From an optimization exercise on the open Yosys and OpenROAD flow, aimed at small area; shortcuts taken in it are not production practice. Where RTL was checked, it was by simulation tests only, not by an equivalence proof against the original. Only the layout flow was run in runs 1 and 2; the RTL was not checked for function there. The clock cells of runs 5 to 7 come from the design's own scripts or RTL, not from TritonCTS. The flow treats the clock pin as an ideal source. Dropping or thinning the clock tree relies on that and would not hold on a real chip. Power figures rest on the tool's default switching activity, not on a simulated workload.

**flow/config.mk**
```make
export PLATFORM = sky130hd
export DESIGN_NAME = TopEntity
export DESIGN_NICKNAME = TopEntity
export VERILOG_FILES = /design/flow/design.v
export SDC_FILE = /design/flow/constraint.sdc
export NUM_CORES = 4
export LEC_CHECK = 0
export CAP_MARGIN = 20
export CORE_MARGIN = 2
export CORE_UTILIZATION = 40
export SLEW_MARGIN = 20
```
**flow/constraint.sdc**
```tcl
create_clock -name core_clock -period 10.0 [get_ports {clk100khz}]
set_input_delay 2.0000 -clock core_clock [delete_from_list [all_inputs] [get_ports {clk100khz}]]
set_output_delay 2.0000 -clock core_clock [all_outputs]
set_load 0.01 [all_outputs]
```
**flow/design.v**
```verilog
module CounterGrp
(
	input clk100khz,
	input rst,
	input mode_set,
	input inc,
	input dec,
	input clk1hz,
	output [3: 0] msb_h,
	output [3: 0] lsb_h,
	output [3: 0] msb_m,
	output [3: 0] lsb_m,
	output [3: 0] msb_s,
	output [3: 0] lsb_s,
	output reg [1: 0] mode_flag
);
	reg mode_set_pre;
	wire c_m, c_s;
	wire inc_h_real = (mode_flag == 2'd3 && ~inc) | c_m;
	wire inc_m_real = (mode_flag == 2'd2 && ~inc) | c_s;
	wire inc_s_real = (mode_flag == 2'd1 && ~inc) | clk1hz;
	wire dec_h_real = mode_flag == 2'd3 && ~dec;
	wire dec_m_real = mode_flag == 2'd2 && ~dec;
	wire dec_s_real = mode_flag == 2'd1 && ~dec;
	Counter #(.max_num(23), .msb_w(2)) ch(.*, .inc(inc_h_real), .dec(dec_h_real), .msb(msb_h), .lsb(lsb_h), .c());
	Counter #(.max_num(59), .msb_w(3)) cm(.*, .inc(inc_m_real), .dec(dec_m_real), .msb(msb_m), .lsb(lsb_m), .c(c_m));
	Counter #(.max_num(59), .msb_w(3)) cs(.*, .inc(inc_s_real), .dec(dec_s_real), .msb(msb_s), .lsb(lsb_s), .c(c_s));
	always@(posedge clk100khz)
	begin
		if(rst)
			mode_flag <= 0;
		else if(mode_set_pre && !mode_set)   
			mode_flag <= mode_flag + 1'b1;
		mode_set_pre <= rst | mode_set;
	end
endmodule
module Counter
	#(parameter integer max_num = 59, parameter integer msb_w = 3)
(
	input clk100khz,
	input rst,
	input inc,
	input dec,
	output [3: 0] msb,
	output reg [3: 0] lsb,
	output reg c
);
	localparam [msb_w - 1: 0] max_msb = max_num / 10;
	localparam [3: 0] max_lsb = max_num % 10;
	reg [msb_w - 1: 0] m;
	reg inc_pre;
	reg dec_pre;
	assign msb = m;
	always@(posedge clk100khz)
	begin
		if(rst)
		begin
			m <= 0;
			lsb <= 0;
			c <= 0;
		end
		else if(inc && !inc_pre)   
		begin
			if(m == max_msb && lsb == max_lsb)
			begin
				m <= 0;
				lsb <= 0;
				c <= 1;
			end
			else if(lsb == 4'd9)
			begin
				lsb <= 0;
				m <= m + 1'b1;
				c <= 0;
			end
			else
			begin
				lsb <= lsb + 1'b1;
				c <= 0;
			end
		end
		else if(dec && !dec_pre)   
		begin
			if(m == 0 && lsb == 4'b0)
			begin
				m <= max_msb;
				lsb <= max_lsb;
			end
			else if(lsb == 4'b0)
			begin
				m <= m - 1'b1;
				lsb <= 4'd9;
			end
			else
				lsb <= lsb - 1'b1;
			c <= 0;
		end
		inc_pre <= rst ? 1'b0 : inc;
		dec_pre <= rst ? 1'b0 : dec;
	end
endmodule
module KeyFilter
(
	input clk100khz,
	input rst,
	input phase2,
	input mode_set_o,
	input inc_o,
	input dec_o,
	output reg mode_set,
	output reg inc,
	output reg dec
);
	reg mode_set_buff;
	reg inc_buff;
	reg dec_buff;
	reg [7: 0] lfsr;
	wire last167 = (lfsr & 8'hd3) == 8'h00;
	wire wrap = last167 & phase2;
	always@(posedge clk100khz)
	begin
		if(rst | last167)
			lfsr <= 8'h0e;
		else
			lfsr <= {lfsr[6: 0], ~(lfsr[7] ^ lfsr[2])};
		if(rst)
		begin
			mode_set <= 1;
			inc <= 1;
			dec <= 1;
			mode_set_buff <= 1;
			inc_buff <= 1;
			dec_buff <= 1;
		end
		else if(wrap)
		begin
			mode_set <= mode_set_buff;
			inc <= inc_buff;
			dec <= dec_buff;
			mode_set_buff <= 1;
			inc_buff <= 1;
			dec_buff <= 1;
		end
		else
		begin
			mode_set_buff <= mode_set_buff & mode_set_o;
			inc_buff <= inc_buff & inc_o;
			dec_buff <= dec_buff & dec_o;
		end
	end
endmodule
module LedOutput
(
	input clk100khz,
	input rst,
	input [23: 0] digits,   
	input [1: 0] mode_flag,
	output wire [5: 0] scan,
	output wire [7: 0] dout,
	output wire clk1hz,
	output wire phase2
);
	function automatic [6: 0] led_num(input [3: 0] d);
		case(d)
			4'd0: led_num = 7'b0111111;   
			4'd1: led_num = 7'b0000110;
			4'd2: led_num = 7'b1011011;
			4'd3: led_num = 7'b1001111;
			4'd4: led_num = 7'b1100110;   
			4'd5: led_num = 7'b1101101;
			4'd6: led_num = 7'b1111101;
			4'd7: led_num = 7'b0000111;
			4'd8: led_num = 7'b1111111;   
			4'd9: led_num = 7'b1101111;
			default: led_num = 7'bx;
		endcase
	endfunction
	reg [2: 0] ptr;
	reg [2: 0] tick;
	reg [14: 0] lfsr;
	wire [5: 0] p1h = {~ptr[1] & ptr[2], ~ptr[0] & ptr[1], ptr[0] & ptr[2],
		~ptr[2] & ptr[1], ptr[0] & ~ptr[1], ~ptr[0] & ~ptr[2]};
	wire last16667 = (lfsr & 15'h1e3f) == 15'h1e3e;
	assign phase2 = p1h[2] | p1h[5];
	assign clk1hz = tick[2];
	wire hide = tick[2] & ~tick[0];
	wire [3: 0] curDigit =
		({4{p1h[0]}} & digits[23: 20]) |
		({4{p1h[1]}} & digits[19: 16]) |
		({4{p1h[2]}} & digits[15: 12]) |
		({4{p1h[3]}} & digits[11: 8]) |
		({4{p1h[4]}} & digits[7: 4]) |
		({4{p1h[5]}} & digits[3: 0]);
	wire field =
		(mode_flag == 2'd3 & (p1h[0] | p1h[1])) |
		(mode_flag == 2'd2 & (p1h[2] | p1h[3])) |
		(mode_flag == 2'd1 & (p1h[4] | p1h[5]));
	assign scan = {p1h[0], p1h[1], p1h[2], p1h[3], p1h[4], p1h[5]};
	assign dout = {p1h[1] | p1h[3], (hide & field) ? 7'b0 : led_num(curDigit)};
	always@(posedge clk100khz)
	if(rst)
	begin
		ptr <= 0;
		tick <= 0;
		lfsr <= 15'h0849;
	end
	else
	begin
		ptr <= {ptr[1: 0], ~ptr[2]};
		if(last16667)
		begin
			lfsr <= 15'h0849;
			tick <= {tick[1: 0], ~tick[2]};
		end
		else
			lfsr <= {lfsr[13: 0], ~(lfsr[14] ^ lfsr[6])};
	end
endmodule
module TopEntity
(
	input clk100khz,
	input rst,
	input mode_set_o,
	input inc_o,
	input dec_o,
	output wire [5: 0] scan,
	output wire [7: 0] dout
);
	wire mode_set, inc, dec;
	wire [3: 0] msb_h, lsb_h, msb_m, lsb_m, msb_s, lsb_s;
	wire [23: 0] digits;
	wire [1: 0] mode_flag;
	wire clk1hz;      
	wire phase2;      
	assign digits = {msb_h, lsb_h, msb_m, lsb_m, msb_s, lsb_s};
	KeyFilter keyFilter(.*);
	CounterGrp CounterGrp(.*);
	LedOutput ledOutput(.*);
endmodule
```
**flow/run.sh**
```bash
#!/bin/bash
# synth_recipe.tcl (not shown) runs the flow's synth.tcl, then flattens the netlist and writes it again
# the make line also repeats each setting of config.mk as NAME=value (left out here)
make -C /OpenROAD-flow-scripts/flow DESIGN_CONFIG=/design/flow/config.mk WORK_HOME=/design/flow/orfs CLKGATE_MAP_FILE= SYNTH_SCRIPT=/design/flow/synth_recipe.tcl finish
```
==> results of run 1 <==
## logic make-up (layout without fill, tap and decap cells)
| family | after synthesis | after routing | share of synthesized area |
|---|---|---|---|
| buf+inv | 47 | 65 | 0.0522 |
| mux | 6 | 6 | 0.0166 |
| xor+xnor | 3 | 3 | 0.00726 |
| flops | 66 | 66 | 0.365 |
| compound gates | 108 | 108 | 0.210 |
| simple gates | 165 | 165 | 0.242 |
| fa+ha+maj | 31 | 31 | 0.107 |
## worst max-delay path by stage
stage                         end                        start  cells past startpoint  slack (ns)
after floorplan           dout[3]  ledOutput.ptr[1]$_SDFF_PP0_                     10        5.81
after detailed placement  dout[3]  ledOutput.ptr[1]$_SDFF_PP0_                     11        5.11
final                     dout[3]  ledOutput.ptr[1]$_SDFF_PP0_                     11        4.73
after global routing      dout[3]  ledOutput.ptr[1]$_SDFF_PP0_                     11        4.45
after CTS                 dout[3]  ledOutput.ptr[1]$_SDFF_PP0_                     11        4.71
after global placement    dout[3]  ledOutput.ptr[1]$_SDFF_PP0_                     11        5.24
## cells in the final DEF (no fill, tap or decap), types with 3 or more instances in the layout
cell / count
dfxtp_1: 66
nor2_1: 37
nand2_1: 31
ha_1: 31
inv_1: 29
a21oi_1: 29
clkdlybuf4s50_1: 17
and2_1: 15
nor3_1: 15
o21ai_0: 14
nor2b_1: 13
nand3_1: 13
clkbuf_8: 10
nand2b_1: 8
a211oi_1: 6
mux2i_1: 6
a222oi_1: 5
or2_2: 5
a31oi_1: 5
or3_1: 5
a311oi_1: 5
o22ai_1: 4
a211o_1: 4
nand3b_1: 4
nor3b_1: 3
a21o_1: 3
a2111oi_0: 3
o221a_2: 3
o21bai_1: 3
## cell type report
type / count / area [µm²] / share of cell area
Clock buffer: 10 / 138 / 0.0340
Clock inverter: 6 / 50.0 / 0.0123
Inverter: 29 / 109 / 0.0269
Multi-Input combinational cell: 313 / 2110 / 0.521
Sequential cell: 66 / 1320 / 0.326
Tap cell: 108 / 135 / 0.0333
Timing Repair Buffer: 20 / 190 / 0.0469
## sequential cells by signal (all words and copies together), names as in the netlist, 2 cells and up
| signal | count |
|---|---|
| CounterGrp.ch.lsb | 4 |
| CounterGrp.ch.m | 2 |
| CounterGrp.cm.lsb | 4 |
| CounterGrp.cm.m | 3 |
| CounterGrp.cs.lsb | 4 |
| CounterGrp.cs.m | 3 |
| CounterGrp.mode_flag | 2 |
| keyFilter.lfsr | 8 |
| ledOutput.lfsr | 15 |
| ledOutput.ptr | 3 |
| ledOutput.tick | 3 |
## synth_stat cells, drive strengths merged (3+ instances only)
| master | instances |
|---|---|
| dfxtp | 66 |
| clkbuf | 12 |
| a311oi | 5 |
| nor3b | 5 |
| o21bai | 3 |
| nand2b | 8 |
| a211oi | 6 |
| inv | 29 |
| o22ai | 4 |
| nor2b | 14 |
| a21boi | 3 |
| nand2 | 31 |
| a31oi | 5 |
| and2 | 16 |
| o221a | 3 |
| or3 | 5 |
| or2 | 5 |
| mux2i | 6 |
| a211o | 4 |
| a2111oi | 5 |
| buf | 6 |
| nand3 | 13 |
| a21oi | 30 |
| nor3 | 16 |
| o21ai | 15 |
| ha | 31 |
| a222oi | 5 |
| a21o | 3 |
| nand3b | 4 |
| nor2 | 38 |
## per-stage QoR
step | util | hold slack (ns) | instance area, µm² | instances | setup slack (ns)
floorplan | - | 0.406 | 3620 | 426 | 5.81
global placement | 0.441 | 0.409 | 3870 | 536 | 5.24
detailed placement | 0.441 | 0.416 | 3870 | 536 | 5.11
CTS | 0.463 | 0.435 | 4050 | 552 | 4.71
global route | 0.463 | 0.452 | 4050 | 552 | 4.45
finish | 0.463 | 0.430 | 4050 | 552 | 4.73
## routing by layer
metal,global-route usage,vias up,part of all wire
li1,-,1545,-
met1,0.224,1418,0.50
met2,0.271,47,0.45
met3,0.0358,10,0.031
met4,0.0674,0,0.017
met5,0,-,0
## critical path: stages, from the launching register on
cell	delay [ns]
dfxtp_1	0.52
inv_1	0.11
ha_1	0.29
a222oi_1	0.31
nand2_1	0.12
a21oi_1	0.33
inv_1	0.12
ha_1	0.29
inv_1	0.06
o21ai_0	0.08
a21oi_1	0.15
clkdlybuf4s50_1	0.55
## where the power goes
group | total (W) | internal, W | switching [W]
clock network | 0.000216 | 0.0000997 | 0.000116
registers | 0.000280 | 0.000272 | 0.00000787
logic | 0.0000359 | 0.0000171 | 0.0000187
==> impl_metrics.toml, run 1 <==
[die]
die_h_um = 99.1
rows = 34
num_io_pins = 19
coreArea_mm2 = 0.00876
start_util = 0.413
die_w_um = 99.1
fp.dieArea_mm2 = 0.00983

[hold_path]
min_from = "ledOutput.lfsr[7]$_SDFF_PP0_"
min_path_type = "register to register"
whs_path_depth = 1
holdPathEnd = "ledOutput.lfsr[8]$_SDFF_PP0_"

[global_routing]
grt_overflow = 0
track_usage = 0.169
antenna_found_initial = 0
grt_max_degree = 58
first_global_vias = 2813
grt_pass1_wl_mm = 13.5

[timing]
rsz0062_at_grt = "no"
skew_ns = 0.00542
fmax_mhz = 190
fin_crit_sh = 0.527
slew_headroom = 0.360
min_period_ns = 5.27
finalHoldViolations = 0
maxSlewViolCount = 0
worst_pin_slew_ns = 0.955
tns_ns = 0
setup_viol = 0

[cts]
holdBufCountCts = 0
clk_latency_ns = 0.34
cts_tree = "built"
numCtsBuffers = 9
clk_pin_slew_worst_paths_ns = 0.08
cts_setup_buffers = 0
cts_resized = 0
clockBufferDepth = 2
htree_levels = 3
cts-root-buf = "clkbuf_8"
cts.sinks = 66

[yosys]
syn_area_mm2 = 0.00362
synth_edf_count = 0
ys_ff_latch = 66
ys.flop_type = "dfxtp_1"
yosys_warnings = 5
synth_area_per_cell_um2 = 8.50
ys_types = 65
synth.top_cells.by_area = "dfxtp_1, ha_1, a21oi_1"
synth_nets = 462
synth_top_area_frac = 0.365
seq_area_frac_synth = 0.365
synth_largest_area_cell = "dfxtp_1"
synth_async_sr_flop_share = 0
syn_inst = 426

[cells_and_area]
syn_to_final_growth_pct = 12.0
final_nets = 475
drive_above_1_share = 0.0856
diodes = 0
nFillCells = 860

[drt]
detail-route-antenna-nets = 0
drt-initial-drc-count = 102
vias_per_cell = 5.47
via_count = 3020
dr.pass1.iters = 5
wl_mm = 8.10
wire_per_inst_um = 14.7
drc_errors = 0

[run_status]
status = "complete, no violations"

[pwr]
total_power_w = 0.000532
pwr_density_cell_mw_per_mm2 = 131
power_leakage_nw = 1.52
vdd_drop_max_uv = 84.6

[worst_setup_path]
worst-path-max-fanout = 9
r2r_setup_slack_ns = 7.73
start_kind = "register"
crit_type = "register to output pin"
r2r_start = "CounterGrp.mode_flag[0]$_SDFFE_PP0P_"
r2r_end = "CounterGrp.cm.m[1]$_SDFFE_PP0P_"
end_kind = "output pin"
r2r_cells = 7
cp.arrival_ns = 3.27
required_ns = 8.00

[place]
port_buffers = 18
dp_hpwl_mm = 5.73
gp_congestion = 0.845

[job]
cap_violations = 0
==> inputs of run 2 (changes only) <==
--- a/flow/config.mk
+++ b/flow/config.mk
@@ -6,4 +6,5 @@
 export NUM_CORES = 4
 export LEC_CHECK = 0
+export ABC_AREA = 1
 export CAP_MARGIN = 20
 export CORE_MARGIN = 2
==> run 2 against run 1 <==
Net effect: still clean; wire length decreased by 1.9%; non-clock buffer count decreased by 2; fmax increased by 6.5%; register-to-register slack improved by 0.58 ns; cell area increased by 4.0%; synthesized cell count increased by 28%; worst hold slack got worse by 0.016 ns; critical path type unchanged; largest power group unchanged.
==> impl_metrics.toml, run 2 <==
[run_status]
status = "complete, no violations"

[yosys]
synth_nets = 580
ys_ff_latch = 66
syn_inst = 544
synth_top_area_frac = 0.356
synth.top_cells.by_area = "dfxtp_1, nand2_1, ha_1"
synth_simple_gate_area_frac = 0.316
synth_commonest_cells = "nand2_1, inv_1, nor2_1"
synth_top_family_by_area = "simple AND/OR/NAND/NOR gates"
ys.flop_type = "dfxtp_1"
synth_compound_area_frac = 0.0936
syn_area_mm2 = 0.00372
synth_edf_count = 0
seq_area_frac_synth = 0.356
ys_types = 31
synthXorXnorAreaFrac = 0.0236
synthAdderAreaFrac = 0.104
synth_async_sr_flop_share = 0
synth_largest_area_cell = "dfxtp_1"
synth_area_per_cell_um2 = 6.83
synth.most_common_cell = "nand2_1"
muxShareOfSynthArea = 0
yosys_warnings = 5

[drt]
drt-initial-drc-count = 173
detail-route-antenna-nets = 0
vias_per_cell = 4.75
via_count = 3236
wl_mm = 7.94
drc_errors = 0
dr.pass1.iters = 4
wire_per_inst_um = 11.7

[timing]
fmax_mhz = 202
rsz0062_at_grt = "no"
maxSlewViolCount = 0
setup_viol = 0
finalWorstSetupSlack_ns = 5.05
tns_ns = 0
min_period_ns = 4.95
skew_ns = 0.0122
fin_crit_sh = 0.495
finalHoldViolations = 0
slew_headroom = 0.435
worst_pin_slew_ns = 0.847

[cts]
cts_setup_buffers = 0
clk_latency_ns = 0.34
cts_tree = "built"
clockBufferDepth = 2
numCtsBuffers = 9
cts_resized = 0
cts-root-buf = "clkbuf_8"
holdBufCountCts = 0
cts.sinks = 66
htree_levels = 3
clk_pin_slew_worst_paths_ns = 0.08

[die]
die_h_um = 100
coreArea_mm2 = 0.00911
num_io_pins = 19
fp.dieArea_mm2 = 0.0101
rows = 35
die_w_um = 100
start_util = 0.408

[global_routing]
antenna_found_initial = 0
grt_pass1_wl_mm = 13.7
first_global_vias = 3029
track_usage = 0.167
grt_max_degree = 27
grt_overflow = 0

[place]
dp_hpwl_mm = 5.84
gp_congestion = 0.832
port_buffers = 18
preCtsSetupSlack_ns = 5.43

[cells_and_area]
syn_to_final_growth_pct = 13.4
layout_commonest_cell = "nand2_1"
diodes = 0
nFillCells = 949
final_nets = 601
regMostFlops = "ledOutput.lfsr"
reg_top3 = "ledOutput.lfsr: 15 flops, keyFilter.lfsr: 8 flops"
final_cell_mix = "nand2_1, inv_1, nor2_1"
drive_above_1_share = 0.0632
largest_reg_flops = 15

[pwr]
vdd_drop_max_uv = 103
power_leakage_nw = 2.10
pwr_density_cell_mw_per_mm2 = 134

[worst_setup_path]
worst-path-max-fanout = 6
start_kind = "register"
crit_type = "register to output pin"
cp.arrival_ns = 2.95
end_kind = "output pin"
required_ns = 8.00

[job]
cap_violations = 0

[hold_path]
min_path_type = "register to register"
## run 2: logic make-up (layout without fill, tap and decap cells)
| kind of cell | Yosys count | in the layout |
|---|---|---|
| and+or+nand+nor | 269 | 269 |
| buffers and inverters | 104 | 130 |
| DFF | 66 | 66 |
| AOI/OAI and AO/OA | 64 | 64 |
| adders and majority gates | 31 | 31 |
| xor gates and xnor gates | 10 | 10 |
## run 2: per-layer routing
layer	routed length [µm]	global-route usage	vias up
li1	-	-	1730
met1	3960	0.223	1471
met2	3720	0.277	30
met3	214	0.0411	5
met4	42	0.0306	0
met5	0	0	-
## run 2: per-stage QoR
step / instances / instance area (µm²) / utilization / hold slack, ns / total power, W
after floorplan: 544 / 3720 / - / 0.394 / 0.000310
after global placement: 665 / 4000 / 0.439 / 0.394 / 0.000323
after detailed placement: 665 / 4000 / 0.439 / 0.405 / 0.000324
after CTS: 681 / 4220 / 0.463 / 0.414 / 0.000572
after global routing: 681 / 4220 / 0.463 / 0.431 / 0.000589
final: 681 / 4220 / 0.463 / 0.414 / 0.000566
## run 2: critical path, cell delays in order (launching register included)
cell	delay (ns)
dfxtp_1	0.38
inv_1	0.12
ha_1	0.28
nand2_1	0.09
nand3_1	0.09
nor3_1	0.44
inv_1	0.14
ha_1	0.23
inv_1	0.05
nand2_1	0.06
nand2_1	0.06
nor2_1	0.04
nor2_1	0.09
clkdlybuf4s50_1	0.56
## run 2: layout make-up
type                    count  area [µm²]  share of cell area
clock buffers              10         128              0.0303
inverters                  96         360              0.0855
flip-flops and latches     66        1320               0.313
well taps                 111         139              0.0329
repair buffers             18         180              0.0427
clock inverters             6        90.1              0.0214
multi-input cells         374        2000               0.474
## run 2: power breakdown
part           leakage, nW  switching (W)  internal (W)  total (W)
Sequential           0.539     0.00000634      0.000273   0.000279
Combinational         1.45      0.0000236     0.0000148  0.0000385
Clock                0.107       0.000107      0.000141   0.000248
## run 2: path summary, 6_finish.rpt
kind                                          end  slack, ns  cells after the start                                 start
hold / removal       keyFilter.lfsr[4]$_SDFF_PP0_       0.41                      2          keyFilter.lfsr[3]$_SDFF_PP1_
setup reg to reg  CounterGrp.cm.m[1]$_SDFFE_PP0P_       8.31                     10  CounterGrp.mode_flag[0]$_SDFFE_PP0P_
hold reg to reg      keyFilter.lfsr[4]$_SDFF_PP0_       0.41                      2          keyFilter.lfsr[3]$_SDFF_PP1_
setup / recovery                          dout[6]       5.05                     13           ledOutput.ptr[1]$_SDFF_PP0_
==> inputs of run 3 (changes only) <==
--- a/flow/design.v
+++ b/flow/design.v
@@ -46,10 +46,33 @@
 	output reg c
 );
-	localparam [msb_w - 1: 0] max_msb = max_num / 10;
-	localparam [3: 0] max_lsb = max_num % 10;
+	localparam hours = max_num == 23;
 	reg [msb_w - 1: 0] m;
 	reg inc_pre;
 	reg dec_pre;
 	assign msb = m;
+	wire [3: 0] l = lsb;
+	wire inc_e = inc & ~inc_pre;
+	wire dec_e = dec & ~dec_pre;
+	wire l9 = l[3] & l[0];
+	wire l0 = ~(l[3] | l[2] | l[1] | l[0]);
+	wire m0 = ~|m;
+	wire at_max = hours ? m[msb_w - 1] & l[1] & l[0] : m[2] & m[0] & l9;
+	wire [3: 0] l_up = {(l[3] & ~l[0]) | (l[2] & l[1] & l[0]), l[2] ^ (l[1] & l[0]),
+		(l[1] ^ l[0]) & ~l[3], ~l[0]};
+	wire [3: 0] l_dn = {(l[3] & l[0]) | l0, (l[2] & (l[1] | l[0])) | (l[3] & ~l[0]),
+		~(l[1] ^ l[0]) & ~l0, ~l[0]};
+	wire [msb_w - 1: 0] m_up, m_dn;
+	generate
+		if(hours)
+		begin : g_h
+			assign m_up = {m[0], ~m[1] & ~m[0]};
+			assign m_dn = {m0, m[1]};
+		end
+		else
+		begin : g_ms
+			assign m_up = {(m[2] & ~m[0]) | (m[1] & m[0]), (m[1] ^ m[0]) & ~m[2], ~m[0]};
+			assign m_dn = {(m[2] & m[0]) | m0, (m[1] & m[0]) | (m[2] & ~m[0]), ~m[0]};
+		end
+	endgenerate
 	always@(posedge clk100khz)
 	begin
@@ -60,38 +83,16 @@
 			c <= 0;
 		end
-		else if(inc && !inc_pre)   
-		begin
-			if(m == max_msb && lsb == max_lsb)
-			begin
-				m <= 0;
-				lsb <= 0;
-				c <= 1;
-			end
-			else if(lsb == 4'd9)
-			begin
-				lsb <= 0;
-				m <= m + 1'b1;
-				c <= 0;
-			end
-			else
-			begin
-				lsb <= lsb + 1'b1;
-				c <= 0;
-			end
-		end
-		else if(dec && !dec_pre)   
-		begin
-			if(m == 0 && lsb == 4'b0)
-			begin
-				m <= max_msb;
-				lsb <= max_lsb;
-			end
-			else if(lsb == 4'b0)
-			begin
-				m <= m - 1'b1;
-				lsb <= 4'd9;
-			end
-			else
-				lsb <= lsb - 1'b1;
+		else if(inc_e)
+		begin
+			lsb <= (hours && at_max) ? 4'd0 : l_up;
+			if(l9 | at_max)
+				m <= m_up;
+			c <= at_max;
+		end
+		else if(dec_e)
+		begin
+			lsb <= (hours && m0 && l0) ? 4'd3 : l_dn;
+			if(l0)
+				m <= m_dn;
 			c <= 0;
 		end
--- a/flow/config.mk
+++ b/flow/config.mk
@@ -6,7 +6,8 @@
 export NUM_CORES = 4
 export LEC_CHECK = 0
-export ABC_AREA = 1
 export CAP_MARGIN = 20
 export CORE_MARGIN = 2
 export CORE_UTILIZATION = 40
+export CTS_CLUSTER_DIAMETER = 300
+export CTS_CLUSTER_SIZE = 40
 export SLEW_MARGIN = 20
==> run 3 against run 2 <==
Net effect: still clean on timing, DRC and antenna; non-clock buffer count stayed put; die area down 13%; via count is 22% lower; wire length down 18%; clock power up 9.3%; critical path depth shrank 2; register-to-register slack lost 0.60 ns.
==> impl_metrics.toml, run 3 <==
[run_status]
status = "complete, no violations"

[place]
gp_congestion = 0.765
place_area_mm2 = 0.00345
dp_hpwl_mm = 4.48
port_buffers = 18

[yosys]
syn_area_mm2 = 0.00321
ys.flop_type = "dfxtp_1"
seq_area_frac_synth = 0.412
synth_simple_gate_area_frac = 0.229
synth_top_area_frac = 0.412
synth_largest_area_cell = "dfxtp_1"
ys_types = 54
synthXorXnorAreaFrac = 0.0218
synth_area_per_cell_um2 = 8.88
synth_edf_count = 0
synthAdderAreaFrac = 0.0702
synth_top_family_by_area = "simple AND/OR/NAND/NOR gates"
synth_nets = 384
yosys_warnings = 5
synth_async_sr_flop_share = 0
synth.top_cells.by_area = "dfxtp_1, ha_1, nor2_1"
synth.most_common_cell = "dfxtp_1"
ys_ff_latch = 66
muxShareOfSynthArea = 0.0320
synth_compound_area_frac = 0.183
syn_inst = 361
synth_commonest_cells = "dfxtp_1, nor2_1, inv_1"

[worst_setup_path]
start_kind = "register"
crit_chain = "inv_1 -> ha_1 -> a222oi_1 -> o21ai_0 -> a21oi_1 -> inv_1 -> ha_1 -> inv_1 -> o21ai_0 -> a21oi_1 -> clkdlybuf4s50_1"
crit_type = "register to output pin"
r2r_start = "CounterGrp.mode_flag[0]$_SDFFE_PP0P_"
cp.arrival_ns = 3.32
critical-path-max-stage-delay_ns = 0.55
r2r_cells = 6
end_kind = "output pin"
r2r_end = "CounterGrp.cs.m[2]$_SDFFE_PP0P_"
crit_slowest_cell = "clkdlybuf4s50_1"
path_common_cell = "inv_1"
required_ns = 8.00
r2r_setup_slack_ns = 7.71
worst-path-max-fanout = 10

[pwr]
vdd_drop_max_uv = 121
power.switching_w = 0.000128
swShare = 0.220
pwr_density_cell_mw_per_mm2 = 157
combPwrFrac = 0.052
clkPwrFrac = 0.467
total_power_w = 0.000581
power_leakage_nw = 1.36
seqPwrFrac = 0.481
p_int_w = 0.000454

[die]
coreArea_mm2 = 0.00777
start_util = 0.413
num_io_pins = 19
die_w_um = 93.5
fp.dieArea_mm2 = 0.00875
die_h_um = 93.5
rows = 32

[cells_and_area]
diodes = 0
reg_top3 = "ledOutput.lfsr: 15 flops, keyFilter.lfsr: 8 flops, CounterGrp.ch.lsb: 4 flops"
drive_above_1_share = 0.0859
final_nets = 402
layout_commonest_cell = "dfxtp_1"
fin_area_mm2 = 0.00369
final_cell_mix = "dfxtp_1, nor2_1, inv_1"
largest_reg_flops = 15
syn_to_final_growth_pct = 15.2
regMostFlops = "ledOutput.lfsr"

[global_routing]
grt_max_degree = 53
first_global_vias = 2255
grt_overflow = 0
antenna_found_initial = 0
grt_pass1_wl_mm = 10.6
track_usage = 0.153

[timing]
tns_ns = 0
finalHoldViolations = 0
setup_viol = 0
fin_crit_sh = 0.532
maxSlewViolCount = 0
rsz0062_at_grt = "no"
worst_pin_slew_ns = 0.976
fmax_mhz = 188
slew_headroom = 0.349
min_period_ns = 5.32
skew_ns = 0.00607

[cts]
cts_setup_buffers = 0
holdBufCountCts = 0
cts_tree = "built"
cts.sinks = 66
cts-root-buf = "clkbuf_8"
clockBufferDepth = 2
clk_pin_slew_worst_paths_ns = 0.07
numCtsBuffers = 9
clk_latency_ns = 0.34
htree_levels = 3
cts_resized = 0

[drt]
dr.pass1.iters = 4
drc_errors = 0
detail-route-antenna-nets = 0
drt-initial-drc-count = 123
wire_per_inst_um = 13.4
via_count = 2530
vias_per_cell = 5.21
wl_mm = 6.50

[job]
cap_violations = 0

[hold_path]
whs_path_depth = 1
holdPathEnd = "keyFilter.lfsr[6]$_SDFF_PP0_"
min_path_type = "register to register"
min_from = "keyFilter.lfsr[5]$_SDFF_PP0_"
## run 3: cell types whose count changed after synthesis, sizes merged, moves of 20 or more
cell	previous run	this run
and2	0	20
nand2	127	22
inv	96	29
o21ai	38	12
nor2	78	37
nand3	42	7
## run 3: cells by family (layout without fill, tap and decap cells)
kind of cell / after synthesis / count (layout)
multiplexers: 9 / 9
XOR/XNOR: 8 / 8
adder cells (fa/ha/maj): 18 / 18
buffers and inverters: 40 / 63
AO/OA/AOI/OAI: 86 / 86
AND/OR/NAND/NOR: 134 / 134
flip-flops: 66 / 66
## run 3: critical path: cells and delay by family (launching register included)
family	cells	cell delay, ns
buffers and inverters	4	0.85
adders and majority gates	2	0.58
AOI/OAI and AO/OA	5	1.04
DFF	1	0.54
## run 3: through the flow
| stage | setup WS, ns | utilization | hold slack [ns] | cells |
|---|---|---|---|---|
| after global placement | 5.13 | 0.444 | 0.410 | 470 |
| after global routing | 4.39 | 0.476 | 0.453 | 486 |
| after floorplan | 5.78 | - | 0.406 | 361 |
| after detailed placement | 5.07 | 0.444 | 0.416 | 470 |
| after CTS | 4.68 | 0.476 | 0.436 | 486 |
| final | 4.68 | 0.476 | 0.430 | 486 |
## run 3: cell type report
class / instances / area [µm²]
Inverter: 29 / 109
Fill cell: 758 / 4070
Clock buffer: 10 / 128
Tap cell: 102 / 128
Multi-Input combinational cell: 255 / 1720
Sequential cell: 66 / 1320
Clock inverter: 6 / 115
Timing Repair Buffer: 18 / 175
## run 3: power by group through the flow
stage / clock, W / combinational (W) / sequential [W]
6_report: 0.000271 / 0.0000304 / 0.000280
4_1_cts: 0.000277 / 0.0000308 / 0.000280
2_1_floorplan: 0 / 0.0000237 / 0.000282
3_5_place_dp: 0 / 0.0000306 / 0.000286
5_1_grt: 0.000289 / 0.0000341 / 0.000281
3_3_place_gp: 0 / 0.0000302 / 0.000285
## run 3: worst max-delay path by stage
stage | startpoint | endpoint | slack, ns
4_1_cts | ledOutput.ptr[1]$_SDFF_PP0_ | dout[3] | 4.68
3_3_place_gp | ledOutput.ptr[1]$_SDFF_PP0_ | dout[3] | 5.13
6_report | ledOutput.ptr[1]$_SDFF_PP0_ | dout[3] | 4.68
5_1_grt | ledOutput.ptr[1]$_SDFF_PP0_ | dout[3] | 4.39
2_1_floorplan | ledOutput.ptr[1]$_SDFF_PP0_ | dout[3] | 5.78
3_5_place_dp | ledOutput.ptr[1]$_SDFF_PP0_ | dout[3] | 5.07
## run 3: layer usage
layer | vias up | part of all wire | global-route usage
met1 | 1168 | 0.51 | 0.208
li1 | 1298 | - | -
met2 | 55 | 0.43 | 0.240
met5 | - | 0 | 0
met3 | 9 | 0.052 | 0.0467
met4 | 0 | 0.0097 | 0.0362
==> inputs of run 4 (changes only) <==
--- a/flow/config.mk
+++ b/flow/config.mk
@@ -9,5 +9,3 @@
 export CORE_MARGIN = 2
 export CORE_UTILIZATION = 40
-export CTS_CLUSTER_DIAMETER = 300
-export CTS_CLUSTER_SIZE = 40
 export SLEW_MARGIN = 20
==> run 4 against run 3 <==
Net effect: wire length stayed put; flip-flop and latch count stayed put; clock skew stayed put.
==> impl_metrics.toml, run 4 <==
[run_status]
status = "complete, no violations"

[cells_and_area]
multiInputGateArea_mm2 = 0.00172
drive_above_1_share = 0.0859
diodes = 0
regMostFlops = "ledOutput.lfsr"
layout_commonest_cell = "dfxtp_1"
final_nets = 402
syn_to_final_growth_pct = 15.2
nFillCells = 758
largest_reg_flops = 15
final_cells = 486
fin_area_mm2 = 0.00369
final_cell_mix = "dfxtp_1, nor2_1, inv_1"
regArea_mm2 = 0.00132
reg_top3 = "ledOutput.lfsr: 15 flops, keyFilter.lfsr: 8 flops, CounterGrp.ch.lsb: 4 flops"

[yosys]
seq_area_frac_synth = 0.412
synth.most_common_cell = "dfxtp_1"
synth.top_cells.by_area = "dfxtp_1, ha_1, nor2_1"
synth_nets = 384
synth_top_area_frac = 0.412
syn_inst = 361
synth_largest_area_cell = "dfxtp_1"
syn_area_mm2 = 0.00321
ys_types = 54
synth_commonest_cells = "dfxtp_1, nor2_1, inv_1"
synth_edf_count = 0
yosys_warnings = 5
ys.flop_type = "dfxtp_1"
synth_area_per_cell_um2 = 8.88
ys_ff_latch = 66
synth_async_sr_flop_share = 0

[cts]
cts.sinks = 66
numCtsBuffers = 9
htree_levels = 3
holdBufCountCts = 0
clockBufferDepth = 2
cts_setup_buffers = 0
clk_latency_ns = 0.34
cts-root-buf = "clkbuf_8"
clk_pin_slew_worst_paths_ns = 0.07
cts_tree = "built"
cts_resized = 0

[drt]
detail-route-antenna-nets = 0
wire_per_inst_um = 13.4
wl_mm = 6.50
drt-initial-drc-count = 123
dr.pass1.iters = 4
vias_per_cell = 5.21
drc_errors = 0
via_count = 2530

[timing]
holdWs_ns = 0.430
fmax_mhz = 188
finalWorstSetupSlack_ns = 4.68
worst_pin_slew_ns = 0.976
maxSlewViolCount = 0
finalHoldViolations = 0
min_period_ns = 5.32
skew_ns = 0.00607
setup_viol = 0
tns_ns = 0
fin_crit_sh = 0.532
rsz0062_at_grt = "no"
slew_headroom = 0.349

[die]
die_w_um = 93.5
fp.dieArea_mm2 = 0.00875
coreArea_mm2 = 0.00777
die_h_um = 93.5
rows = 32
start_util = 0.413
num_io_pins = 19

[place]
port_buffers = 18
dp_cells = 470
preCtsSetupSlack_ns = 5.07
dp_hpwl_mm = 4.48
gp_congestion = 0.765
place_area_mm2 = 0.00345

[worst_setup_path]
worst-path-max-fanout = 10
cp.arrival_ns = 3.32
start_kind = "register"
crit_type = "register to output pin"
required_ns = 8.00
end_kind = "output pin"

[global_routing]
grt_pass1_wl_mm = 10.6
first_global_vias = 2255
grt_overflow = 0
antenna_found_initial = 0
grt_max_degree = 53
track_usage = 0.153

[hold_path]
min_path_type = "register to register"

[pwr]
pwr_density_cell_mw_per_mm2 = 157
power_leakage_nw = 1.36
vdd_drop_max_uv = 121

[job]
cap_violations = 0
[run 4: cell counts after synthesis]
Identical to the previous run, type by type.
[run 4: final cells by class]
cell class	instances	share of cell area
Clock buffer	10	0.0346
Clock inverter	6	0.0312
Timing Repair Buffer	18	0.0474
Sequential cell	66	0.358
Multi-Input combinational cell	255	0.465
Tap cell	102	0.0346
Inverter	29	0.0295
[run 4: layer usage]
layer | up-vias | global-route usage | part of all wire
met4 | 0 | 0.0362 | 0.0097
met2 | 55 | 0.240 | 0.43
met5 | - | 0 | 0
met1 | 1168 | 0.208 | 0.51
met3 | 9 | 0.0467 | 0.052
li1 | 1298 | - | -
[run 4: final timing paths]
path,cells after the start,endpoint,slack (ns),startpoint
max reg2reg,6,CounterGrp.cs.m[2]$_SDFFE_PP0P_,7.71,CounterGrp.mode_flag[0]$_SDFFE_PP0P_
min,1,keyFilter.lfsr[6]$_SDFF_PP0_,0.43,keyFilter.lfsr[5]$_SDFF_PP0_
min reg2reg,1,keyFilter.lfsr[6]$_SDFF_PP0_,0.43,keyFilter.lfsr[5]$_SDFF_PP0_
max,11,dout[3],4.68,ledOutput.ptr[1]$_SDFF_PP0_
[run 4: where the power goes]
part | total [W] | switching, W | internal (W) | leakage [nW]
sequential | 0.000280 | 0.00000729 | 0.000272 | 0.539
clock | 0.000271 | 0.000105 | 0.000167 | 0.117
combinational | 0.0000304 | 0.0000155 | 0.0000149 | 0.700
total | 0.000581 | 0.000128 | 0.000454 | 1.36
[run 4: cells by family (layout without fill, tap and decap cells)]
family	count (synthesis)	in the layout	synth area share
AND/OR/NAND/NOR	134	134	0.229
AO/OA/AOI/OAI	86	86	0.183
flip-flops	66	66	0.412
buffers and inverters	40	63	0.0523
adder cells (fa/ha/maj)	18	18	0.0702
multiplexers	9	9	0.0320
XOR/XNOR	8	8	0.0219
[run 4: critical path, cell delays in order (launching register included)]
cell	delay, ns
dfxtp_1	0.54
inv_1	0.11
ha_1	0.29
a222oi_1	0.35
o21ai_0	0.13
a21oi_1	0.34
inv_1	0.12
ha_1	0.29
inv_1	0.07
o21ai_0	0.08
a21oi_1	0.14
clkdlybuf4s50_1	0.55
[run 4: through the flow]
stage	utilization	total power (W)
final	0.476	0.000581
after global routing	0.476	0.000604
after CTS	0.476	0.000588
after detailed placement	0.444	0.000316
after global placement	0.444	0.000316
after floorplan	-	0.000306
==> inputs of run 5 (changes only) <==
==> flow/flow/run.sh (new file) <==
#!/bin/bash
# Own layout flow: the standard flow (standard.sh) with three changes,
# made through ORFS's own hooks and variables:
#  - input/output ports are buffered with sky130_fd_sc_hd__buf_1;
#  - the clock tree is built by flow/manual_cts.tcl (a few clock buffers,
#    each driving one cluster of flip-flops) instead of TritonCTS;
#  - after global routing, repair_timing -recover_power downsizes gates
#    that have slack.
# Each tool's output is in the ORFS logs under orfs/logs/; make's own output
# is in standard.log here.
set -euo pipefail
here=$(pwd)
export BUFFER_PORTS_ARGS="-buffer_cell sky130_fd_sc_hd__buf_1"
export PRE_CTS_TCL="$here/flow/manual_cts.tcl"
export MCTS_K=${MCTS_K:-3}
export MCTS_CELL=${MCTS_CELL:-sky130_fd_sc_hd__clkbuf_16}
export RECOVER_POWER=${RECOVER_POWER:-100}
bash standard.sh > standard.log 2>&1
==> flow/flow/manual_cts.tcl (new file) <==
# Manual clock tree: the clock port drives a few clock buffers directly, each
# feeding one cluster of flip-flops (k-means on the flip-flop positions).
# Sourced as PRE_CTS_TCL; replaces TritonCTS for this small design.
proc mcts_build {k cell} {
  set block [ord::get_db_block]
  set clknet [$block findNet clk100khz]
  set pts {}
  foreach it [$clknet getITerms] {
    set inst [$it getInst]
    set bb [$inst getBBox]
    set x [expr {([$bb xMin] + [$bb xMax]) / 2.0}]
    set y [expr {([$bb yMin] + [$bb yMax]) / 2.0}]
    lappend pts [list [$inst getName] [$it getMTerm] $x $y]
  }
  set n [llength $pts]
  # initial centres: spread along the sorted x order
  set sorted [lsort -real -index 2 $pts]
  set cx {}; set cy {}
  for {set i 0} {$i < $k} {incr i} {
    set p [lindex $sorted [expr {int(($i + 0.5) * $n / $k)}]]
    lappend cx [lindex $p 2]; lappend cy [lindex $p 3]
  }
  for {set iter 0} {$iter < 50} {incr iter} {
    set assign {}
    foreach p $pts {
      set best 0; set bd 1e30
      for {set i 0} {$i < $k} {incr i} {
        set dx [expr {[lindex $p 2] - [lindex $cx $i]}]
        set dy [expr {[lindex $p 3] - [lindex $cy $i]}]
        set d [expr {abs($dx) + abs($dy)}]
        if {$d < $bd} { set bd $d; set best $i }
      }
      lappend assign $best
    }
    set ncx {}; set ncy {}
    for {set i 0} {$i < $k} {incr i} {
      set sx 0; set sy 0; set c 0
      foreach p $pts a $assign {
        if {$a == $i} { set sx [expr {$sx + [lindex $p 2]}]; set sy [expr {$sy + [lindex $p 3]}]; incr c }
      }
      if {$c > 0} { lappend ncx [expr {$sx / $c}]; lappend ncy [expr {$sy / $c}] } else { lappend ncx [lindex $cx $i]; lappend ncy [lindex $cy $i] }
    }
    set cx $ncx; set cy $ncy
  }
  set dbu [$block getDbUnitsPerMicron]
  for {set i 0} {$i < $k} {incr i} {
    set pins {}
    foreach p $pts a $assign {
      if {$a == $i} { lappend pins [get_pins "[lindex $p 0]/[[lindex $p 1] getName]"] }
    }
    if {[llength $pins] == 0} { continue }
    set lx [expr {[lindex $cx $i] / $dbu}]
    set ly [expr {[lindex $cy $i] / $dbu}]
    puts "mcts: buffer $i drives [llength $pins] sinks at ($lx, $ly)"
    insert_buffer -buffer_cell $cell -net clk100khz -load_pins $pins \
      -location [list $lx $ly] -buffer_name clkbuf_m$i -net_name clknet_m$i
    set nn [get_full_name [get_nets -of_objects [lindex $pins 0]]]
    [$block findNet $nn] setSigType CLOCK
  }
  [$block findNet clk100khz] setSigType CLOCK
  set_propagated_clock [all_clocks]
}

rename clock_tree_synthesis tritoncts_clock_tree_synthesis
proc clock_tree_synthesis {args} {
  set k 3
  set cell sky130_fd_sc_hd__clkbuf_8
  if {[info exists ::env(MCTS_K)]} { set k $::env(MCTS_K) }
  if {[info exists ::env(MCTS_CELL)]} { set cell $::env(MCTS_CELL) }
  mcts_build $k $cell
}
==> flow/standard.sh (new file) <==
#!/bin/bash
# synth_recipe.tcl (not shown) runs the flow's synth.tcl, then flattens the netlist and writes it again
# the make line also repeats each setting of config.mk as NAME=value (left out here)
make -C /OpenROAD-flow-scripts/flow DESIGN_CONFIG=/design/flow/config.mk WORK_HOME=/design/flow/orfs CLKGATE_MAP_FILE= SYNTH_SCRIPT=/design/flow/synth_recipe.tcl "${@:-finish}"
removed: flow/run.sh
==> run 5 against run 4 <==
Net effect: the layout now fails its checks (capacitance limit, slew limit); global-route usage decreased by 1.4 points; worst hold slack worse by 0.00096 ns; synthesized area is the same; critical path type unchanged; highest routed layer unchanged.
==> impl_metrics.toml, run 5 <==
[run_status]
status = "complete, but fails checks"
so_faults = "capacitance limit, slew limit"

[cells_and_area]
syn_to_final_growth_pct = 6.05
regMostFlops = "ledOutput.lfsr"
final_nets = 396
largest_reg_flops = 15
layout_commonest_cell = "dfxtp_1"
regArea_mm2 = 0.00132
nFillCells = 787
drive_above_1_share = 0.0458
final_core_util = 0.438
diodes = 0
final_cell_mix = "dfxtp_1, nor2_1, inv_1"
reg_top3 = "ledOutput.lfsr: 15 flops, keyFilter.lfsr: 8 flops, CounterGrp.ch.lsb: 4 flops"
multiInputGateArea_mm2 = 0.00170

[place]
port_buffers = 18
dp_hpwl_mm = 4.43
gp_congestion = 0.790

[yosys]
synth_top_area_frac = 0.412
yosys_warnings = 5
ys.flop_type = "dfxtp_1"
synth_async_sr_flop_share = 0
synth_edf_count = 0
syn_inst = 361
seq_area_frac_synth = 0.412
synth.most_common_cell = "dfxtp_1"
ys_types = 54
synth_nets = 384
syn_area_mm2 = 0.00321
synth_largest_area_cell = "dfxtp_1"
synth_commonest_cells = "dfxtp_1, nor2_1, inv_1"
synth_area_per_cell_um2 = 8.88
synth.top_cells.by_area = "dfxtp_1, ha_1, nor2_1"
ys_ff_latch = 66

[timing]
setup_viol = 0
min_period_ns = 4.75
skew_ns = 0.00986
fmax_mhz = 210
finalHoldViolations = 0
holdWs_ns = 0.429
tns_ns = 0
rsz0062_at_grt = "no"
slew_headroom = -0.509
maxSlewViolCount = 53
worst_pin_slew_ns = 2.26
fin_crit_sh = 0.475

[drt]
detail-route-antenna-nets = 0
drc_errors = 0
dr.max_layer_used = "met4"
met1_length_mm = 3.12
wl_met2_mm = 2.69
vias_per_cell = 5.27
wl_mm = 6.13
dr.pass1.iters = 5
wire_per_inst_um = 13.0
via_count = 2493
drt-initial-drc-count = 104
dr_wl_met3_um = 275

[die]
start_util = 0.413
num_io_pins = 19
coreArea_mm2 = 0.00777
die_w_um = 93.5
die_h_um = 93.5
rows = 32
fp.dieArea_mm2 = 0.00875

[worst_setup_path]
path_common_cell = "inv_1"
critical-path-max-stage-delay_ns = 0.49
cp.arrival_ns = 2.75
start_kind = "register"
end_kind = "output pin"
worst-path-max-fanout = 10
crit_type = "register to output pin"
cp.buffers_inverters = 4
required_ns = 8.00
crit_chain = "inv_1 -> ha_1 -> a222oi_1 -> o21ai_0 -> a21oi_1 -> inv_1 -> ha_1 -> inv_1 -> o21ai_0 -> a21oi_1 -> buf_1"
crit_family = "compound AO/OA/AOI/OAI gates"
crit_slowest_cell = "dfxtp_1"

[global_routing]
first_global_vias = 2237
antenna_found_initial = 0
grt_max_degree = 53
grt_pass1_wl_mm = 10.4
track_usage = 0.139
grt_overflow = 0

[cts]
holdBufCountCts = 0
clk_pin_slew_worst_paths_ns = 0.08
cts_resized = 0
clk_latency_ns = 0.15
cts_setup_buffers = 0

[pwr]
pwr_density_cell_mw_per_mm2 = 125
power_leakage_nw = 1.21
vdd_drop_max_uv = 107

[hold_path]
min_path_type = "register to register"

[job]
cap_violations = 1
run 5: cell counts after synthesis:
No cell type changed its count.
run 5: kinds of logic after synthesis:
family                     after synthesis  synth area share
adders and majority gates               18            0.0702
and+or+nand+nor                        134             0.229
buffers and inverters                   40            0.0523
muxes                                    9            0.0320
AOI/OAI and AO/OA                       86             0.183
xor gates and xnor gates                 8            0.0219
DFF                                     66             0.412
run 5: report_power, final:
group | total, W | internal [W] | leakage, nW | switching, W
clock | 0.000120 | 0.0000548 | 0.0370 | 0.0000652
combinational | 0.0000270 | 0.0000113 | 0.637 | 0.0000156
sequential | 0.000279 | 0.000272 | 0.539 | 0.00000691
total | 0.000426 | 0.000338 | 1.21 | 0.0000878
run 5: worst paths after layout:
kind / slack (ns) / endpoint / from / cells past startpoint
setup reg to reg: 7.69 / CounterGrp.cs.m[2]$_SDFFE_PP0P_ / CounterGrp.mode_flag[0]$_SDFFE_PP0P_ / 6
setup / recovery: 5.25 / dout[3] / ledOutput.ptr[1]$_SDFF_PP0_ / 11
hold / removal: 0.43 / ledOutput.lfsr[8]$_SDFF_PP0_ / ledOutput.lfsr[7]$_SDFF_PP0_ / 1
hold reg to reg: 0.43 / ledOutput.lfsr[8]$_SDFF_PP0_ / ledOutput.lfsr[7]$_SDFF_PP0_ / 1
run 5: cell type report, without the clock buffers:
type	count	area share
flip-flops and latches	66	0.389
inverters	29	0.0320
multi-input cells	255	0.500
repair buffers	18	0.0199
well taps	102	0.0375
run 5: worst reg2reg max path, delay by kind of cell, from the launching register on:
kind	cells	cell delay, ns
AO/OA/AOI/OAI	2	0.85
adder cells (fa/ha/maj)	1	0.25
flip-flops	1	0.40
multiplexers	1	0.51
AND/OR/NAND/NOR	2	0.19
run 5: routing by layer:
metal,global-route usage,up-vias
met3,0.00967,5
met1,0.206,1158
met2,0.231,46
met4,0.00966,0
li1,-,1284
met5,0,-
run 5: metrics by stage:
stage	setup WS, ns	instances	instance area, µm²	power, W
4_1_cts	5.18	473	3420	0.000433
5_1_grt	5.01	473	3400	0.000445
3_5_place_dp	5.37	470	3340	0.000313
3_3_place_gp	5.50	470	3340	0.000313
6_report	5.25	473	3400	0.000426
2_1_floorplan	5.78	361	3210	0.000306
==> inputs of run 6 (changes only) <==
--- a/flow/flow/run.sh
+++ b/flow/flow/run.sh
@@ -15,4 +15,4 @@
 export MCTS_K=${MCTS_K:-3}
 export MCTS_CELL=${MCTS_CELL:-sky130_fd_sc_hd__clkbuf_16}
-export RECOVER_POWER=${RECOVER_POWER:-100}
+export RECOVER_POWER=${RECOVER_POWER:-0}
 bash standard.sh > standard.log 2>&1
==> run 6 against run 5 <==
Net effect: now clean on timing, DRC and antenna; fmax down 1.4%; sequential share of layout area down 0.21 points; cell count unchanged; die area unchanged; critical path depth unchanged.
==> impl_metrics.toml, run 6 <==
[run_status]
status = "complete, no violations"

[place]
dp_hpwl_mm = 4.43
port_buffers = 18
gp_congestion = 0.790

[worst_setup_path]
crit_family = "compound AO/OA/AOI/OAI gates"
crit_chain = "inv_1 -> ha_1 -> a222oi_1 -> o21ai_0 -> a21oi_1 -> inv_1 -> ha_1 -> inv_1 -> o21ai_0 -> a21oi_1 -> buf_1"
cp.arrival_ns = 2.82
crit_type = "register to output pin"
critical-path-max-stage-delay_ns = 0.55
path_common_cell = "inv_1"
cp.buffers_inverters = 4
end_kind = "output pin"
start_kind = "register"
required_ns = 8.00
crit_slowest_cell = "dfxtp_1"
worst-path-max-fanout = 10

[timing]
finalHoldViolations = 0
maxSlewViolCount = 0
rsz0062_at_grt = "no"
setup_viol = 0
min_period_ns = 4.82
skew_ns = 0.00875
slew_headroom = 0.291
tns_ns = 0
fin_crit_sh = 0.482
worst_pin_slew_ns = 1.06
fmax_mhz = 207

[yosys]
seq_area_frac_synth = 0.412
ys_ff_latch = 66
ys_types = 54
synth_nets = 384
synthAdderAreaFrac = 0.0702
synth_area_per_cell_um2 = 8.88
synthXorXnorAreaFrac = 0.0218
ys.flop_type = "dfxtp_1"
synth_top_family_by_area = "simple AND/OR/NAND/NOR gates"
synth.most_common_cell = "dfxtp_1"
synth_compound_area_frac = 0.183
muxShareOfSynthArea = 0.0320
synth_edf_count = 0
synth.top_cells.by_area = "dfxtp_1, ha_1, nor2_1"
synth_simple_gate_area_frac = 0.229
syn_area_mm2 = 0.00321
synth_async_sr_flop_share = 0
synth_commonest_cells = "dfxtp_1, nor2_1, inv_1"
synth_top_area_frac = 0.412
syn_inst = 361
synth_largest_area_cell = "dfxtp_1"
yosys_warnings = 5

[drt]
drc_errors = 0
vias_per_cell = 5.24
via_count = 2479
detail-route-antenna-nets = 0
wl_mm = 6.15
wire_per_inst_um = 13.0
dr.pass1.iters = 4
drt-initial-drc-count = 107

[global_routing]
first_global_vias = 2237
track_usage = 0.139
grt_max_degree = 53
grt_pass1_wl_mm = 10.4
grt_overflow = 0
antenna_found_initial = 0

[cts]
clk_pin_slew_worst_paths_ns = 0.08
clk_latency_ns = 0.15
holdBufCountCts = 0
cts_setup_buffers = 0
cts_resized = 0

[die]
start_util = 0.413
rows = 32
coreArea_mm2 = 0.00777
die_w_um = 93.5
die_h_um = 93.5
num_io_pins = 19
fp.dieArea_mm2 = 0.00875

[cells_and_area]
reg_top3 = "ledOutput.lfsr: 15 flops, keyFilter.lfsr: 8 flops, CounterGrp.ch.lsb: 4 flops"
regMostFlops = "ledOutput.lfsr"
layout_commonest_cell = "dfxtp_1"
nFillCells = 788
drive_above_1_share = 0.0566
syn_to_final_growth_pct = 6.63
final_cell_mix = "dfxtp_1, nor2_1, inv_1"
largest_reg_flops = 15
diodes = 0
final_nets = 396

[pwr]
pwr_density_cell_mw_per_mm2 = 125
power_leakage_nw = 1.23
vdd_drop_max_uv = 108
total_power_w = 0.000428

[hold_path]
min_path_type = "register to register"

[job]
cap_violations = 0
run 6: cell counts after synthesis:
Identical to the previous run, type by type.
run 6: layer usage:
metal  vias up  part of all wire  GRT usage  wire length, µm
met2        39              0.44      0.231             2710
met1      1151              0.51      0.206             3160
li1       1284                 -          -                -
met3         5             0.038    0.00967              232
met5         -                 0          0                0
met4         0            0.0075    0.00966               46
run 6: final timing paths:
path / start / endpoint / slack [ns] / depth (start not counted)
setup reg to reg: CounterGrp.mode_flag[0]$_SDFFE_PP0P_ / CounterGrp.cs.m[2]$_SDFFE_PP0P_ / 7.70 / 6
hold / removal: ledOutput.lfsr[7]$_SDFF_PP0_ / ledOutput.lfsr[8]$_SDFF_PP0_ / 0.43 / 1
setup / recovery: ledOutput.ptr[1]$_SDFF_PP0_ / dout[3] / 5.18 / 11
hold reg to reg: ledOutput.lfsr[7]$_SDFF_PP0_ / ledOutput.lfsr[8]$_SDFF_PP0_ / 0.43 / 1
run 6: worst reg2reg max path, stage by stage, from the launching register on:
cell,delay [ns]
dfxtp_1,0.40
ha_1,0.26
nand2b_1,0.11
a21oi_2,0.62
mux2i_1,0.51
nor2_1,0.07
a311oi_1,0.23
run 6: power by group:
part	leakage (nW)	internal (W)	total, W	switching, W
sequential	0.539	0.000272	0.000279	0.00000728
clock	0.0370	0.0000548	0.000121	0.0000660
combinational	0.653	0.0000120	0.0000276	0.0000157
run 6: logic make-up after synthesis:
| group | after synthesis |
|---|---|
| buffers and inverters | 40 |
| muxes | 9 |
| and+or+nand+nor | 134 |
| adders and majority gates | 18 |
| xor gates and xnor gates | 8 |
| DFF | 66 |
| AOI/OAI and AO/OA | 86 |
run 6: area by class of cell, without the clock buffers:
| type | count | area, µm² | area share |
|---|---|---|---|
| Tap cell | 102 | 128 | 0.0373 |
| Sequential cell | 66 | 1320 | 0.386 |
| Inverter | 29 | 109 | 0.0318 |
| Timing Repair Buffer | 18 | 68.8 | 0.0201 |
| Multi-Input combinational cell | 255 | 1720 | 0.502 |
run 6: per-stage QoR:
stage,hold slack [ns],setup WS (ns),cell area (µm²),utilization,instances
6_report,0.430,5.18,3420,0.440,473
5_1_grt,0.444,4.94,3420,0.440,473
4_1_cts,0.434,5.18,3420,0.440,473
3_5_place_dp,0.413,5.37,3340,0.431,470
3_3_place_gp,0.408,5.50,3340,0.431,470
2_1_floorplan,0.406,5.78,3210,-,361
==> inputs of run 7 (changes only) <==
--- a/flow/design.v
+++ b/flow/design.v
@@ -16,14 +16,16 @@
 );
 	reg mode_set_pre;
+	reg [1: 0] dec_pre;
 	wire c_m, c_s;
 	wire inc_h_real = (mode_flag == 2'd3 && ~inc) | c_m;
 	wire inc_m_real = (mode_flag == 2'd2 && ~inc) | c_s;
 	wire inc_s_real = (mode_flag == 2'd1 && ~inc) | clk1hz;
-	wire dec_h_real = mode_flag == 2'd3 && ~dec;
-	wire dec_m_real = mode_flag == 2'd2 && ~dec;
-	wire dec_s_real = mode_flag == 2'd1 && ~dec;
-	Counter #(.max_num(23), .msb_w(2)) ch(.*, .inc(inc_h_real), .dec(dec_h_real), .msb(msb_h), .lsb(lsb_h), .c());
-	Counter #(.max_num(59), .msb_w(3)) cm(.*, .inc(inc_m_real), .dec(dec_m_real), .msb(msb_m), .lsb(lsb_m), .c(c_m));
-	Counter #(.max_num(59), .msb_w(3)) cs(.*, .inc(inc_s_real), .dec(dec_s_real), .msb(msb_s), .lsb(lsb_s), .c(c_s));
+	wire dec_edge = ~dec & (dec_pre != mode_flag);   
+	wire dec_h_e = dec_edge && mode_flag == 2'd3;
+	wire dec_m_e = dec_edge && mode_flag == 2'd2;
+	wire dec_s_e = dec_edge && mode_flag == 2'd1;
+	Counter #(.max_num(23), .msb_w(2)) ch(.*, .inc(inc_h_real), .dec_e(dec_h_e), .msb(msb_h), .lsb(lsb_h), .c());
+	Counter #(.max_num(59), .msb_w(3)) cm(.*, .inc(inc_m_real), .dec_e(dec_m_e), .msb(msb_m), .lsb(lsb_m), .c(c_m));
+	Counter #(.max_num(59), .msb_w(3)) cs(.*, .inc(inc_s_real), .dec_e(dec_s_e), .msb(msb_s), .lsb(lsb_s), .c(c_s));
 	always@(posedge clk100khz)
 	begin
@@ -33,4 +35,5 @@
 			mode_flag <= mode_flag + 1'b1;
 		mode_set_pre <= rst | mode_set;
+		dec_pre <= (rst | dec) ? 2'd0 : mode_flag;
 	end
 endmodule
@@ -41,24 +44,23 @@
 	input rst,
 	input inc,
-	input dec,
+	input dec_e,
 	output [3: 0] msb,
 	output reg [3: 0] lsb,
-	output reg c
+	output c
 );
 	localparam hours = max_num == 23;
 	reg [msb_w - 1: 0] m;
 	reg inc_pre;
-	reg dec_pre;
 	assign msb = m;
 	wire [3: 0] l = lsb;
 	wire inc_e = inc & ~inc_pre;
-	wire dec_e = dec & ~dec_pre;
 	wire l9 = l[3] & l[0];
-	wire l0 = ~(l[3] | l[2] | l[1] | l[0]);
+	wire l0 = ~l[2] & ~l[0] & ~(l[3] ^ l[1]);
 	wire m0 = ~|m;
+	assign c = l[3] & l[1];
 	wire at_max = hours ? m[msb_w - 1] & l[1] & l[0] : m[2] & m[0] & l9;
-	wire [3: 0] l_up = {(l[3] & ~l[0]) | (l[2] & l[1] & l[0]), l[2] ^ (l[1] & l[0]),
+	wire [3: 0] l_up = {(l[3] & ~l[0] & ~l[1]) | (l[2] & l[1] & l[0]), l[2] ^ (l[1] & l[0]),
 		(l[1] ^ l[0]) & ~l[3], ~l[0]};
-	wire [3: 0] l_dn = {(l[3] & l[0]) | l0, (l[2] & (l[1] | l[0])) | (l[3] & ~l[0]),
+	wire [3: 0] l_dn = {(l[3] & l[0]) | l0, (l[2] & (l[1] | l[0])) | (l[3] & ~l[0] & ~l[1]),
 		~(l[1] ^ l[0]) & ~l0, ~l[0]};
 	wire [msb_w - 1: 0] m_up, m_dn;
@@ -81,12 +83,10 @@
 			m <= 0;
 			lsb <= 0;
-			c <= 0;
 		end
 		else if(inc_e)
 		begin
-			lsb <= (hours && at_max) ? 4'd0 : l_up;
+			lsb <= at_max ? (hours ? 4'd0 : 4'b1010) : l_up;
 			if(l9 | at_max)
 				m <= m_up;
-			c <= at_max;
 		end
 		else if(dec_e)
@@ -95,8 +95,6 @@
 			if(l0)
 				m <= m_dn;
-			c <= 0;
 		end
 		inc_pre <= rst ? 1'b0 : inc;
-		dec_pre <= rst ? 1'b0 : dec;
 	end
 endmodule
@@ -174,4 +172,5 @@
 			4'd8: led_num = 7'b1111111;   
 			4'd9: led_num = 7'b1101111;
+			4'd10: led_num = 7'b0111111;   
 			default: led_num = 7'bx;
 		endcase
==> flow/flow/run.sh (replaced) <==
#!/bin/bash
# Own layout flow: the standard flow with these changes, made through
# ORFS's own variables and hooks:
#  - synthesis is the standard flow's synthesis script with an area-oriented ABC script
#    (flow/area.abc) and without Yosys's adder extraction (ADDER_MAP_FILE
#    empty), so ABC maps all the logic itself;
#  - input/output ports are buffered with sky130_fd_sc_hd__buf_1;
#  - the clock tree is built by flow/manual_cts.tcl (a few clock buffers,
#    each driving one cluster of flip-flops) instead of TritonCTS.
# The tools' own logs are in orfs/logs/; make's output is in synth.log and
# standard.log here.
set -euo pipefail
here=$(pwd)
export FLOW_WORK="$here"
export MY_ABC_SCRIPT="$here/flow/area.abc"
export BUFFER_PORTS_ARGS="-buffer_cell sky130_fd_sc_hd__buf_1"
export PRE_CTS_TCL="$here/flow/manual_cts.tcl"
export MCTS_K=${MCTS_K:-3}
export MCTS_CELL=${MCTS_CELL:-sky130_fd_sc_hd__buf_12}

# synthesis (same make call as standard.sh, with the synthesis script and
# adder mapping changed)
make -C "$FLOW_HOME" DESIGN_CONFIG="$here/config.mk" WORK_HOME="$here/orfs" \
  CLKGATE_MAP_FILE= ADDER_MAP_FILE= SYNTH_SCRIPT="$here/flow/synth_wrap.tcl" \
  synth > synth.log 2>&1
grep -q "area.abc" abc_script_used.txt

# the rest of the standard flow, from the synthesised netlist
bash standard.sh > standard.log 2>&1
==> flow/flow/area.abc (new file) <==
strash
balance
rewrite
refactor
balance
rewrite
rewrite -z
balance
refactor -z
rewrite -z
balance
balance
rewrite
refactor
balance
rewrite
rewrite -z
balance
refactor -z
rewrite -z
balance
balance
rewrite
refactor
balance
rewrite
rewrite -z
balance
refactor -z
rewrite -z
balance
&get -n
&dch -f
&nf -p -R 1000 -F 8 -A 4
&put
topo
dnsize
==> flow/flow/synth_wrap.tcl (new file) <==
# Synthesis for this flow: the standard flow's own synthesis script (synth_recipe.tcl, in
# the flow's work folder), with ABC's technology mapping run with the script
# given in MY_ABC_SCRIPT instead of ORFS's speed script. Everything else,
# including the flip-flop mapping and register names, is left as it is.
proc abc {args} {
  set i [lsearch -exact $args -script]
  if {$i >= 0 && [info exists ::env(MY_ABC_SCRIPT)]} {
    set args [lreplace $args [expr {$i + 1}] [expr {$i + 1}] $::env(MY_ABC_SCRIPT)]
    set f [open $::env(FLOW_WORK)/abc_script_used.txt w]
    puts $f $::env(MY_ABC_SCRIPT)
    close $f
  }
  yosys abc {*}$args
}
source $::env(FLOW_WORK)/synth_recipe.tcl
==> run 7 against run 6 <==
Net effect: critical path type unchanged; utilization up 0.23 points; sequential power down 5%; highest routed layer unchanged; cell count down 11%.
==> impl_metrics.toml, run 7 <==
[timing]
setup_viol = 0
finalHoldViolations = 0
maxSlewViolCount = 0
tns_ns = 0
holdWs_ns = 0.431
worst_pin_slew_ns = 0.975
skew_ns = 0.0178
fin_crit_sh = 0.437
rsz0062_at_grt = "no"
slew_headroom = 0.341

[global_routing]
antenna_found_initial = 0
grt_overflow = 0
track_usage = 0.153
first_global_vias = 2012
grt_max_degree = 51

[cells_and_area]
final_cell_mix = "dfxtp_1, nor2_1, nand2_1"
layout_commonest_cell = "dfxtp_1"
reg_top3 = "ledOutput.lfsr: 15 flops, keyFilter.lfsr: 8 flops"
final_nets = 349
diodes = 0
regMostFlops = "ledOutput.lfsr"
largest_reg_flops = 15
drive_above_1_share = 0.0117

[pwr]
power.switching_w = 0.0000831
power_leakage_nw = 1.07
vdd_drop_max_uv = 65.7
seqPwrFrac = 0.663
combPwrFrac = 0.054
p_int_w = 0.000317
swShare = 0.208

[yosys]
synth_edf_count = 0
synth.top_cells.by_area = "dfxtp_1, nor2_1, nor2b_1"
synth_largest_area_cell = "dfxtp_1"
synth_commonest_cells = "dfxtp_1, nor2_1, nand2_1"
synth_nets = 326
synth_top_area_frac = 0.462
syn_area_mm2 = 0.00273
ys_types = 34
synth_async_sr_flop_share = 0
synth.most_common_cell = "dfxtp_1"
seq_area_frac_synth = 0.462
ys_ff_latch = 63
ys.flop_type = "dfxtp_1"

[worst_setup_path]
crit_chain = "nor2b_1 -> a22oi_1 -> nand2_1 -> a221oi_1 -> o21ai_0 -> clkinv_1 -> nand2_1 -> a21oi_1 -> buf_1"
worst-path-max-fanout = 8
critical-path-max-stage-delay_ns = 0.65
path_common_cell = "nand2_1"
cp.arrival_ns = 2.37
required_ns = 8.00
crit_slowest_cell = "a221oi_1"
crit_type = "register to output pin"

[job]
cap_violations = 0

[place]
port_buffers = 18
gp_congestion = 0.820
dp_hpwl_mm = 3.91

[drt]
dr.pass1.iters = 4
wl_mm = 5.62
via_count = 2275
wire_per_inst_um = 13.3
detail-route-antenna-nets = 0
vias_per_cell = 5.39

[die]
num_io_pins = 19
die_w_um = 86.6
start_util = 0.408

[cts]
holdBufCountCts = 0
cts_setup_buffers = 0
clk_pin_slew_worst_paths_ns = 0.08
cts_resized = 0
clk_latency_ns = 0.13

[run_status]
status = "complete, no violations"

[hold_path]
min_path_type = "register to register"
-- run 7: cell count changes after synthesis, moves of 7 or more --
cell	change
inv_1	-29
nand2_1	+7
nor2_1	+11
ha_1	-18
nor2b_1	+8
clkbuf_1	-7
nor3_1	+11
xor2_1	+8
and2_0	+13
and2_1	-19
-- run 7: kinds of logic (layout without fill, tap and decap cells) --
family / count (synthesis) / count (layout) / share of synthesized area
buffers and inverters: 5 / 26 / 0.00688
XOR/XNOR: 17 / 17 / 0.0546
multiplexers: 7 / 7 / 0.0261
flip-flops: 63 / 63 / 0.462
AO/OA/AOI/OAI: 74 / 74 / 0.173
AND/OR/NAND/NOR: 155 / 155 / 0.277
-- run 7: worst max-delay path, delay by kind of cell, from the launching register on --
kind,cells,cell delay [ns]
flops,1,0.35
simple gates,3,0.35
buf+inv,2,0.27
compound gates,4,1.28
-- run 7: per-stage QoR --
step | power [W] | setup slack, ns | cells | utilization | instance area [µm²]
6_report | 0.000400 | 5.63 | 422 | 0.443 | 2960
5_1_grt | 0.000417 | 5.41 | 422 | 0.443 | 2960
4_1_cts | 0.000402 | 5.66 | 422 | 0.443 | 2960
3_5_place_dp | 0.000292 | 5.81 | 419 | 0.434 | 2900
3_3_place_gp | 0.000292 | 5.89 | 419 | 0.434 | 2900
2_1_floorplan | 0.000283 | 6.08 | 321 | - | 2730
-- run 7: area by class of cell, without the clock buffers --
| type | count | area [µm²] |
|---|---|---|
| Tap cell | 80 | 100 |
| Timing Repair Buffer | 18 | 68.8 |
| Multi-Input combinational cell | 253 | 1450 |
| Sequential cell | 63 | 1260 |
| Inverter | 5 | 18.8 |
| Fill cell | 673 | 3720 |
-- run 7: worst paths after layout --
path | from | endpoint | slack, ns | cells after the start
setup / recovery | ledOutput.ptr[2]$_SDFF_PP0_ | dout[3] | 5.63 | 9
hold / removal | keyFilter.lfsr[5]$_SDFF_PP0_ | keyFilter.lfsr[6]$_SDFF_PP0_ | 0.43 | 1
setup reg to reg | CounterGrp.mode_flag[1]$_SDFFE_PP0P_ | CounterGrp.cm.m[2]$_SDFFE_PP0P_ | 7.23 | 7
hold reg to reg | keyFilter.lfsr[5]$_SDFF_PP0_ | keyFilter.lfsr[6]$_SDFF_PP0_ | 0.43 | 1
-- run 7: metal layers --
layer | track usage | vias to the layer above | routed length [µm]
li1 | - | 1186 | -
met1 | 0.230 | 1061 | 2890
met2 | 0.245 | 26 | 2510
met3 | 0.0181 | 2 | 174
met4 | 0.0128 | 0 | 43
met5 | 0 | - | 0
-- run 7: power groups by stage --
stage / sequential (W) / combinational, W / clock [W]
after floorplan: 0.000269 / 0.0000139 / 0
after global placement: 0.000271 / 0.0000217 / 0
after detailed placement: 0.000271 / 0.0000219 / 0
after CTS: 0.000265 / 0.0000219 / 0.000115
after global routing: 0.000266 / 0.0000249 / 0.000126
final: 0.000265 / 0.0000216 / 0.000113
